From an optimization exercise on the open Yosys and OpenROAD flow, aimed at small area; shortcuts taken in it are not production practice. Function not checked in this run: the RTL went through the layout flow alone.

## flow/run.sh

```bash
#!/bin/bash
# Own layout flow: the standard layout (standard.sh), with two changes.
# 1. Synthesis is synth_recipe.tcl, except that the final ABC technology
#    mapping runs flow/area.abc (area-oriented mapping followed by ABC's
#    timing-driven up/down sizing) in place of ORFS's speed script. The
#    registers, their names and cell types are the same as the standard
#    synthesis's.
# 2. Ports are buffered with sky130_fd_sc_hd__buf_1 instead of the buffer
#    ORFS picks by itself.
# 3. Clock tree synthesis gets the same arguments as ORFS would give it
#    from config.mk, plus -dont_use_dummy_load.
# 4. Timing-driven global placement does not keep the buffers and resizing
#    of its internal repair (GPL_KEEP_OVERFLOW 0); the later repair steps
#    of the standard flow still run.
# Each tool writes its full log under orfs/logs/ (ORFS's own logs); the
# output of make itself goes to run_*.log in this folder.
set -euo pipefail
W=$(pwd)
F=$W/flow
{
  head -n 1 synth_recipe.tcl
  cat <<EOT
proc abc {args} {
  set i [lsearch -exact \$args -script]
  if { \$i >= 0 } { lset args [expr {\$i + 1}] $F/area.abc }
  yosys abc {*}\$args
}
EOT
  tail -n +2 synth_recipe.tcl
} > "$W/own_synth.tcl"
sed "s#SYNTH_SCRIPT=[^ ]*synth_recipe.tcl#SYNTH_SCRIPT=$W/own_synth.tcl#" standard.sh > "$W/own_standard.sh"
grep -q "SYNTH_SCRIPT=$W/own_synth.tcl" "$W/own_standard.sh"
export BUFFER_PORTS_ARGS="-buffer_cell sky130_fd_sc_hd__buf_1"
export CTS_ARGS="-sink_clustering_enable -repair_clock_nets -sink_clustering_size 30 -sink_clustering_max_diameter 80 -buf_list sky130_fd_sc_hd__clkbuf_16 -dont_use_dummy_load"
export GPL_KEEP_OVERFLOW=0
bash "$W/own_standard.sh" finish > "$W/run_finish.log" 2>&1
test -s "$W/out/final.def"
```

## flow/area.abc

```
strash
dch
map -a
topo
stime -c
upsize -c
dnsize -c
```

## standard.sh

```bash
#!/bin/bash
# synth_recipe.tcl (not shown) runs the flow's synth.tcl, then flattens the netlist and writes it again
# the make line also repeats each setting of config.mk as NAME=value (left out here)
make -C /OpenROAD-flow-scripts/flow DESIGN_CONFIG=/design/flow/config.mk WORK_HOME=/design/flow/orfs CLKGATE_MAP_FILE= SYNTH_SCRIPT=/design/flow/synth_recipe.tcl "${@:-finish}"
```

## config.mk

```make
export PLATFORM = sky130hd
export DESIGN_NAME = Mesh
export DESIGN_NICKNAME = Mesh
export VERILOG_FILES = /design/flow/design.v
export SDC_FILE = /design/flow/constraint.sdc
export NUM_CORES = 4
export LEC_CHECK = 0
export CAP_MARGIN = 0
export CORE_MARGIN = 2
export CORE_UTILIZATION = 80
export CTS_BUF_LIST = sky130_fd_sc_hd__clkbuf_16
export CTS_CLUSTER_DIAMETER = 80
export CTS_CLUSTER_SIZE = 30
export PLACE_DENSITY = 0.88
export SLEW_MARGIN = 0
export SYNTH_HIERARCHICAL = 1
```

## constraint.sdc

```tcl
create_clock -name core_clock -period 5.0 [get_ports {clock}]
set_input_delay 1.0000 -clock core_clock [delete_from_list [all_inputs] [get_ports {clock}]]
set_output_delay 1.0000 -clock core_clock [all_outputs]
set_load 0.01 [all_outputs]
```

## design.v

```verilog
`timescale 1ns / 1ps
`timescale 1ns / 1ps
module PE_16 #(parameter DIN_INV = 0, parameter SH_INV = 0) (
  input         clock,
  input  [7:0]  an,
  input  [7:0]  bn,
  input  [15:0] d,
  input         flip,
  output [15:0] c_out
);
  reg [15:0] acc, sh;
  wire [63:0] pp;
  genvar gx, gy;
  generate
    for (gx = 0; gx < 8; gx = gx + 1) begin : ppx
      for (gy = 0; gy < 8; gy = gy + 1) begin : ppy
        assign pp[gx*8+gy] = ~(an[gx] | bn[gy]);
      end
    end
  endgenerate
  wire s1, c2;
  HA u_s1 (.x(acc[0]), .y(pp[0]), .s(s1), .c(c2));
  wire s3, c4;
  FA u_s3 (.x(acc[1]), .y(pp[1]), .z(pp[8]), .s(s3), .c(c4));
  wire s5, c6;
  HA u_s5 (.x(c2), .y(s3), .s(s5), .c(c6));
  wire s7, c8;
  FA u_s7 (.x(acc[2]), .y(pp[16]), .z(pp[2]), .s(s7), .c(c8));
  wire s9, c10;
  FA u_s9 (.x(pp[9]), .y(c4), .z(s7), .s(s9), .c(c10));
  wire s11, c12;
  HA u_s11 (.x(c6), .y(s9), .s(s11), .c(c12));
  wire s13, c14;
  FA u_s13 (.x(acc[3]), .y(pp[10]), .z(pp[17]), .s(s13), .c(c14));
  wire s15, c16;
  FA u_s15 (.x(pp[24]), .y(pp[3]), .z(c8), .s(s15), .c(c16));
  wire s17, c18;
  FA u_s17 (.x(s13), .y(c10), .z(s15), .s(s17), .c(c18));
  wire s19, c20;
  HA u_s19 (.x(c12), .y(s17), .s(s19), .c(c20));
  wire s21, c22;
  FA u_s21 (.x(acc[4]), .y(pp[11]), .z(pp[18]), .s(s21), .c(c22));
  wire s23, c24;
  FA u_s23 (.x(pp[25]), .y(pp[32]), .z(pp[4]), .s(s23), .c(c24));
  wire s25, c26;
  FA u_s25 (.x(c14), .y(s21), .z(s23), .s(s25), .c(c26));
  wire s27, c28;
  FA u_s27 (.x(c16), .y(s25), .z(c18), .s(s27), .c(c28));
  wire s29, c30;
  HA u_s29 (.x(c20), .y(s27), .s(s29), .c(c30));
  wire s31, c32;
  FA u_s31 (.x(acc[5]), .y(pp[12]), .z(pp[19]), .s(s31), .c(c32));
  wire s33, c34;
  FA u_s33 (.x(pp[26]), .y(pp[33]), .z(pp[40]), .s(s33), .c(c34));
  wire s35, c36;
  FA u_s35 (.x(pp[5]), .y(c22), .z(c24), .s(s35), .c(c36));
  wire s37, c38;
  FA u_s37 (.x(s31), .y(s33), .z(c26), .s(s37), .c(c38));
  wire s39, c40;
  FA u_s39 (.x(s35), .y(s37), .z(c28), .s(s39), .c(c40));
  wire s41, c42;
  HA u_s41 (.x(c30), .y(s39), .s(s41), .c(c42));
  wire s43, c44;
  FA u_s43 (.x(acc[6]), .y(pp[13]), .z(pp[20]), .s(s43), .c(c44));
  wire s45, c46;
  FA u_s45 (.x(pp[27]), .y(pp[34]), .z(pp[41]), .s(s45), .c(c46));
  wire s47, c48;
  FA u_s47 (.x(pp[48]), .y(pp[6]), .z(c32), .s(s47), .c(c48));
  wire s49, c50;
  FA u_s49 (.x(acc[7]), .y(pp[14]), .z(pp[21]), .s(s49), .c(c50));
  wire s51, c52;
  FA u_s51 (.x(pp[28]), .y(pp[35]), .z(pp[42]), .s(s51), .c(c52));
  wire s53, c54;
  FA u_s53 (.x(acc[8]), .y(pp[15]), .z(pp[22]), .s(s53), .c(c54));
  wire s55, c56;
  FA u_s55 (.x(c34), .y(s43), .z(s45), .s(s55), .c(c56));
  wire s57, c58;
  FA u_s57 (.x(pp[49]), .y(pp[56]), .z(pp[7]), .s(s57), .c(c58));
  wire s59, c60;
  FA u_s59 (.x(c44), .y(c46), .z(s49), .s(s59), .c(c60));
  wire s61, c62;
  FA u_s61 (.x(pp[29]), .y(pp[36]), .z(pp[43]), .s(s61), .c(c62));
  wire s63, c64;
  FA u_s63 (.x(pp[50]), .y(pp[57]), .z(c50), .s(s63), .c(c64));
  wire s65, c66;
  FA u_s65 (.x(acc[9]), .y(pp[23]), .z(pp[30]), .s(s65), .c(c66));
  wire s67, c68;
  FA u_s67 (.x(pp[37]), .y(pp[44]), .z(pp[51]), .s(s67), .c(c68));
  wire s69, c70;
  FA u_s69 (.x(acc[10]), .y(pp[31]), .z(pp[38]), .s(s69), .c(c70));
  wire s71, c72;
  FA u_s71 (.x(c36), .y(s47), .z(s55), .s(s71), .c(c72));
  wire s73, c74;
  FA u_s73 (.x(s51), .y(s57), .z(c48), .s(s73), .c(c74));
  wire s75, c76;
  FA u_s75 (.x(c52), .y(c58), .z(s53), .s(s75), .c(c76));
  wire s77, c78;
  FA u_s77 (.x(s61), .y(c60), .z(s63), .s(s77), .c(c78));
  wire s79, c80;
  FA u_s79 (.x(pp[58]), .y(c54), .z(c62), .s(s79), .c(c80));
  wire s81, c82;
  FA u_s81 (.x(s65), .y(s67), .z(c64), .s(s81), .c(c82));
  wire s83, c84;
  FA u_s83 (.x(pp[45]), .y(pp[52]), .z(pp[59]), .s(s83), .c(c84));
  wire s85, c86;
  FA u_s85 (.x(c66), .y(c68), .z(s69), .s(s85), .c(c86));
  wire s87, c88;
  FA u_s87 (.x(acc[11]), .y(pp[39]), .z(pp[46]), .s(s87), .c(c88));
  wire s89, c90;
  FA u_s89 (.x(pp[53]), .y(pp[60]), .z(c70), .s(s89), .c(c90));
  wire s91, c92;
  FA u_s91 (.x(acc[12]), .y(pp[47]), .z(pp[54]), .s(s91), .c(c92));
  wire s93, c94;
  FA u_s93 (.x(c38), .y(s71), .z(c40), .s(s93), .c(c94));
  wire s95, c96;
  FA u_s95 (.x(c56), .y(s59), .z(s73), .s(s95), .c(c96));
  wire s97, c98;
  FA u_s97 (.x(s75), .y(c74), .z(s77), .s(s97), .c(c98));
  wire s99, c100;
  FA u_s99 (.x(c76), .y(s79), .z(c78), .s(s99), .c(c100));
  wire s101, c102;
  FA u_s101 (.x(s83), .y(c80), .z(s85), .s(s101), .c(c102));
  wire s103, c104;
  FA u_s103 (.x(c84), .y(s87), .z(c86), .s(s103), .c(c104));
  wire s105, c106;
  FA u_s105 (.x(pp[61]), .y(c88), .z(s91), .s(s105), .c(c106));
  wire s107, c108;
  FA u_s107 (.x(acc[13]), .y(pp[55]), .z(pp[62]), .s(s107), .c(c108));
  wire s109, c110;
  FA u_s109 (.x(c72), .y(s95), .z(c94), .s(s109), .c(c110));
  wire s111, c112;
  HA u_s111 (.x(c96), .y(s97), .s(s111), .c(c112));
  wire s113, c114;
  FA u_s113 (.x(s81), .y(c98), .z(s99), .s(s113), .c(c114));
  wire s115, c116;
  FA u_s115 (.x(c82), .y(s101), .z(c100), .s(s115), .c(c116));
  wire s117, c118;
  FA u_s117 (.x(s89), .y(c102), .z(s103), .s(s117), .c(c118));
  wire s119, c120;
  FA u_s119 (.x(c90), .y(s105), .z(c104), .s(s119), .c(c120));
  wire s121, c122;
  FA u_s121 (.x(c92), .y(s107), .z(c106), .s(s121), .c(c122));
  wire s123, c124;
  FA u_s123 (.x(acc[14]), .y(pp[63]), .z(c108), .s(s123), .c(c124));
  wire s125, c126;
  HA u_s125 (.x(c42), .y(s93), .s(s125), .c(c126));
  wire s127, c128;
  HA u_s127 (.x(c110), .y(s111), .s(s127), .c(c128));
  wire s129, c130;
  HA u_s129 (.x(c112), .y(s113), .s(s129), .c(c130));
  wire s131, c132;
  HA u_s131 (.x(c114), .y(s115), .s(s131), .c(c132));
  wire s133, c134;
  HA u_s133 (.x(c116), .y(s117), .s(s133), .c(c134));
  wire s135, c136;
  HA u_s135 (.x(c118), .y(s119), .s(s135), .c(c136));
  wire s137, c138;
  HA u_s137 (.x(c120), .y(s121), .s(s137), .c(c138));
  wire s139, c140;
  HA u_s139 (.x(c122), .y(s123), .s(s139), .c(c140));
  wire s141, c142;
  HA u_s141 (.x(acc[15]), .y(c124), .s(s141), .c(c142));
  wire k143 = s109 & c126;
  wire k144 = s109 & s125;
  wire k145 = c130 | (s129 & c128);
  wire k146 = s129 & s127;
  wire k147 = c134 | (s133 & c132);
  wire k148 = s133 & s131;
  wire k149 = c138 | (s137 & c136);
  wire k150 = s137 & s135;
  wire k151 = c128 | (s127 & k143);
  wire k152 = s127 & k144;
  wire k153 = k145 | (k146 & k143);
  wire k154 = k146 & k144;
  wire k155 = c136 | (s135 & k147);
  wire k156 = s135 & k148;
  wire k157 = k149 | (k150 & k147);
  wire k158 = k150 & k148;
  wire k159 = c132 | (s131 & k153);
  wire k160 = s131 & k154;
  wire k161 = k147 | (k148 & k153);
  wire k162 = k148 & k154;
  wire k163 = k155 | (k156 & k153);
  wire k164 = k156 & k154;
  wire k165 = k157 | (k158 & k153);
  wire k166 = k158 & k154;
  wire k167 = c140 | (s139 & k165);
  wire k168 = s139 & k166;
  wire k169 = s109 ^ c126;
  wire k170 = s127 ^ k143;
  wire k171 = s129 ^ k151;
  wire k172 = s131 ^ k153;
  wire k173 = s133 ^ k159;
  wire k174 = s135 ^ k161;
  wire k175 = s137 ^ k163;
  wire k176 = s139 ^ k165;
  wire k177 = s141 ^ k167;
  wire [15:0] sum = {k177, k176, k175, k174, k173, k172, k171, k170, k169, s125, s41, s29, s19, s11, s5, s1};
  wire [15:0] dv = DIN_INV ? ~d : d;
  wire [15:0] sh_next = flip ? sum : dv;
  always @(posedge clock) begin
    acc <= flip ? dv : sum;
    sh  <= SH_INV ? ~sh_next : sh_next;
  end
  assign c_out = sh;
endmodule
module FA (input x, input y, input z, output s, output c);
  assign s = x ^ y ^ z;
  assign c = (x & y) | (x & z) | (y & z);
endmodule
module HA (input x, input y, output s, output c);
  assign s = x ^ y;
  assign c = x & y;
endmodule
`timescale 1ns / 1ps
`timescale 1ns / 1ps
`timescale 1ns / 1ps
`timescale 1ns / 1ps
module Mesh(
    input clock,
    input [7:0] io_in_a_0_0,
    input [7:0] io_in_a_1_0,
    input [7:0] io_in_a_2_0,
    input [7:0] io_in_a_3_0,
    input [7:0] io_in_b_0_0,
    input [7:0] io_in_b_1_0,
    input [7:0] io_in_b_2_0,
    input [7:0] io_in_b_3_0,
    input [15:0] io_in_d_0_0,
    input [15:0] io_in_d_1_0,
    input [15:0] io_in_d_2_0,
    input [15:0] io_in_d_3_0,
    input io_in_control_0_0_propagate,
    input io_in_control_1_0_propagate,
    input io_in_control_2_0_propagate,
    input io_in_control_3_0_propagate,
    output [15:0] io_out_c_0_0,
    output [15:0] io_out_c_1_0,
    output [15:0] io_out_c_2_0,
    output [15:0] io_out_c_3_0
);
  wire [7:0]  a_in [0:3];
  wire [7:0]  b_in [0:3];
  wire [15:0] d_in [0:3];
  wire        p_in [0:3];
  assign a_in[0] = io_in_a_0_0; assign a_in[1] = io_in_a_1_0;
  assign a_in[2] = io_in_a_2_0; assign a_in[3] = io_in_a_3_0;
  assign b_in[0] = io_in_b_0_0; assign b_in[1] = io_in_b_1_0;
  assign b_in[2] = io_in_b_2_0; assign b_in[3] = io_in_b_3_0;
  assign d_in[0] = io_in_d_0_0; assign d_in[1] = io_in_d_1_0;
  assign d_in[2] = io_in_d_2_0; assign d_in[3] = io_in_d_3_0;
  assign p_in[0] = io_in_control_0_0_propagate; assign p_in[1] = io_in_control_1_0_propagate;
  assign p_in[2] = io_in_control_2_0_propagate; assign p_in[3] = io_in_control_3_0_propagate;
  reg  [7:0]  a_r [0:3][0:3];
  reg  [7:0]  b_r [0:3][0:3];
  reg         p_r [0:3];
  reg         f_r [0:3][1:3];
  wire        flip [0:3][0:3];
  reg  [15:0] d_r [0:3][0:4];
  wire [15:0] c_out [0:3][0:3];
  genvar i, k;
  generate
    for (i = 0; i < 4; i = i + 1) begin : chain
      for (k = 0; k < 4; k = k + 1) begin : pos
        always @(posedge clock) begin
          a_r[i][k] <= (k == 0) ? ~a_in[i] : a_r[i][k-1];
          b_r[k][i] <= (i == 0) ? ~b_in[k] : b_r[k][i-1];
          d_r[i][k+1] <= c_out[i][k];
        end
        if (k == 0) begin : f0
          assign flip[i][k] = p_r[i] ^ p_in[i];
        end else begin : fk
          always @(posedge clock) f_r[i][k] <= flip[i][k-1];
          assign flip[i][k] = f_r[i][k];
        end
        PE_16 #(.DIN_INV(k != 0), .SH_INV(k != 3)) pe (
          .clock(clock),
          .an(a_r[i][k]),
          .bn(b_r[k][i]),
          .d(d_r[i][k]),
          .flip(flip[i][k]),
          .c_out(c_out[i][k])
        );
      end
      always @(posedge clock) begin
        d_r[i][0] <= d_in[i];
        p_r[i] <= p_in[i];
      end
    end
  endgenerate
  assign io_out_c_0_0 = d_r[0][4];
  assign io_out_c_1_0 = d_r[1][4];
  assign io_out_c_2_0 = d_r[2][4];
  assign io_out_c_3_0 = d_r[3][4];
endmodule
```

==> summary.txt <==
Outcome
  – Status: complete, but fails checks
  – Layout check failures: setup timing

Synth
  – Mapped Cells: 4828
  – Area of the mapped netlist: 0.0545 mm²
  – Netlist cell types: 16
  – Number of synthesized flops with an enable pin: 0
  – Synth Flop Type: dfxtp_1
  – Commonest cells in the netlist: nor2_1, dfxtp_1, fa_1
  – Syn nets: 6161
  – Seq/Total Area, Yosys: 40.5%
  – Most frequent cell after synthesis: nor2_1
  – Largest area contributor in the netlist: dfxtp_1
  – FFs w/ async S/R, synth: 0%
  – Syn Area/Cell: 11.3 µm²
  – Yosys top cell area share: 40.5%
  – Top cells by area, synth: dfxtp_1, fa_1, nor2_1
  – Yosys reg bits: 1104
  – Synth warn: 20

STA
  – Setup-failing EPs final: 6
  – RSZ-0062 raised after global routing: yes
  – Final setup margin: -199 ps
  – Max Clock Skew: 53.5 ps
  – Final worst-path cycle share: 104%
  – Final Max Slew Viols: 0
  – Max Freq: 192 MHz
  – Hold Vio Cnt, Final: 0
  – Least-Margin Pin Slew: 1040 ps
  – Max-slew headroom: 30.4%
  – Final min period: 5200 ps

Detailed routing
  – Wirelength per Cell: 23.5 µm
  – DR pass1 iterations: 6
  – DRC Markers: 0
  – Post-DRT Antenna Nets: 0
  – 1st-iter DRT viols: 4678
  – DR vias/cell: 6.41
  – Routed wire length: 143000 µm
  – Vias: 38900

Critical path
  – Element type at the critical path end: register
  – Worst setup SP type: register
  – Critical path class: reg -> reg
  – Worst R2R Path Depth: 18
  – Worst EP arrival: 5700 ps
  – Crit path cell chain: nor2_2 > fa_2 > fa_2 > fa_2 > fa_2 > fa_2 > fa_2 > fa_1 > ha_2 > a21oi_2 > nand2_2 > nand4_1 > nand2_1 > a21o_1 > ha_1 > nor2_2 > xor2_2 > o21ai_1
  – Required time of the critical path: 5500 ps
  – Slowest library cell on the worst path: fa_2
  – CP max stage delay: 490 ps
  – Crit Path Max Fanout: 8
  – Most used cell along the critical path: fa_2

Clocking
  – Clk pin slew, worst setup/hold paths: 110 ps
  – CTS max path bufs: 3
  – CTS Sinks: 1104
  – Worst skew pair latency: 670 ps
  – Htree depth: 2
  – CTS tree: built
  – Clk root buf: clkbuf_16
  – Num CTS Buffers: 47

Cells and area
  – Area growth from synthesis to layout: 10.3%
  – Multi-input gate area: 0.0328 mm²
  – # nets final: 6531
  – Sequential Area: 0.0226 mm²
  – Fraction of layout cells with a size suffix above 1: 12.8%
  – Final std cells w/o fill: 6070
  – Fillers: 2625

Placement
  – Pre-CTS WS: -459 ps
  – DP HPWL: 87800 µm
  – Port buffer count: 196
  – GPL Wtd Cong: 0.908
  – Placed instance count: 5901

Die
  – Core Footprint: 0.0673 mm²
  – Initial Utilization: 81.0%
  – I/O pins: 197
  – Row count: 95
  – Die X: 265 µm
  – Die Height: 265 µm
  – Area of the die: 0.0703 mm²

Global route
  – First-pass GRT wire length: 210000 µm
  – Initial antenna violation count: 3
  – Gr usage total: 38.5%
  – Vias in the first global route: 40400
  – Largest net degree at the start of global routing: 56
  – Total gr overflow: 0

Run
  – # Max-Cap Violations: 0

Min path
  – Hold Path Depth: 0
  – Tightest Hold Check Type: reg -> reg
==> cell families after synthesis <==
group,after synthesis,synth area share (%)
AND/OR/NAND/NOR,1696,11.8
flip-flops,1104,40.5
buffers and inverters,176,1.32
XOR/XNOR,84,1.35
adder cells (fa/ha/maj),1200,39.7
AO/OA/AOI/OAI,568,5.32
==> metrics by stage <==
step                      setup TNS, ps  hold WS, ps  utilization, %  instance area, µm²
after floorplan                       0          310               -               54500
after global placement           -13670          310            83.8               56400
after detailed placement         -19950          312            84.0               56500
after CTS                             0          307            87.8               59100
after global routing              -2450          311            89.3               60100
final                              -526          308            89.3               60100
==> timing repair <==
item / CTS / global route
pin swaps: 37 / 140
setup endpoints to repair: 120 / 69
setup buffers: 99 / 23
hold buffers: 0 / 0
resized for setup: 302 / 277
==> worst max-delay path: cells and delay by family, from the launching register on <==
family	cells	cell delay [ps]
xor+xnor	1	210
flops	1	400
simple gates	5	630
fa+ha+maj	9	3310
compound gates	3	470
==> metal layers <==
metal / global-route usage [%] / share of wire [%] / up-vias
li1: - / - / 16100
met1: 49.8 / 34 / 18900
met2: 63.6 / 48 / 3007
met3: 7.74 / 11 / 924
met4: 18.2 / 6.8 / 4
met5: 0 / 0.013 / -
==> final timing paths <==
| check | from | slack [ps] | endpoint |
|---|---|---|---|
| setup / recovery | a_r[5][0] | -200 | chain[1].pos[1].pe.acc[15] |
| hold / removal | chain[3].pos[2].pe.sh[1] | 310 | d_r[18][1] |
| setup reg to reg | a_r[5][0] | -200 | chain[1].pos[1].pe.acc[15] |
| hold reg to reg | chain[3].pos[2].pe.sh[1] | 310 | d_r[18][1] |
==> sequential cells by signal (all words and copies together) (netlist names) <==
name / flops
a_r: 128
b_r: 128
chain.pos.pe.acc: 256
chain.pos.pe.sh: 256
d_r: 320
f_r: 12
p_r: 4
==> per-module statistics from Yosys, one instance, submodules excluded, a selection <==
module,flops+latches,cells inside,times used
HA,0,1,256
FA,0,1,880
Mesh,592,660,1
==> cells in the final DEF, fill, tap and decap left out, types with 18 or more instances in the layout <==
cell,n
xnor2_1,28
a21oi_1,245
xor2_1,49
dfxtp_2,97
ha_1,282
nand2_1,319
fa_2,120
buf_1,196
o21ai_1,92
nand3_1,26
o21ai_0,200
dfxtp_1,909
dfxtp_4,98
clkbuf_16,47
clkinv_1,164
ha_4,20
ha_2,18
fa_1,760
a21o_1,20
nor2_1,1222
buf_4,118
nor2_2,81
==> final cells by class <==
cell class                      instances  area share (%)
Inverter                              176            1.20
Timing Repair Buffer                  321            2.93
Antenna cell                            1         0.00416
Sequential cell                      1104            37.6
Multi-Input combinational cell       3548            54.5
Clock buffer                           47            1.96
Tap cell                              873            1.82

## re-timing with driven ports
In the flow no input, the clock included, has a driving cell. The finished layout below was timed again as built, in two steps. Step 1 sets driving cells, clkbuf_16 on the clock port and buf_2 on the other inputs (assumed; they add their load-dependent delay and slew). Step 2 times the ports against the registers' clock, not the clock port: input delays grow and output delays shrink by t, the midpoint of the rising clock arrivals with the driver on. Slacks: ideal / step 1 / step 2; pairs: ideal / step 1.
shift t [ns]: 0.705
setup WS [ns]: -0.199 / -0.199 / -0.199
hold WS [ns]: 0.308 / 0.308 / 0.308
cell pins on the clock port's net: 1
For this run, drivers alone change the setup slack by 0.000 ns; drivers and shift together by 0.000 ns.
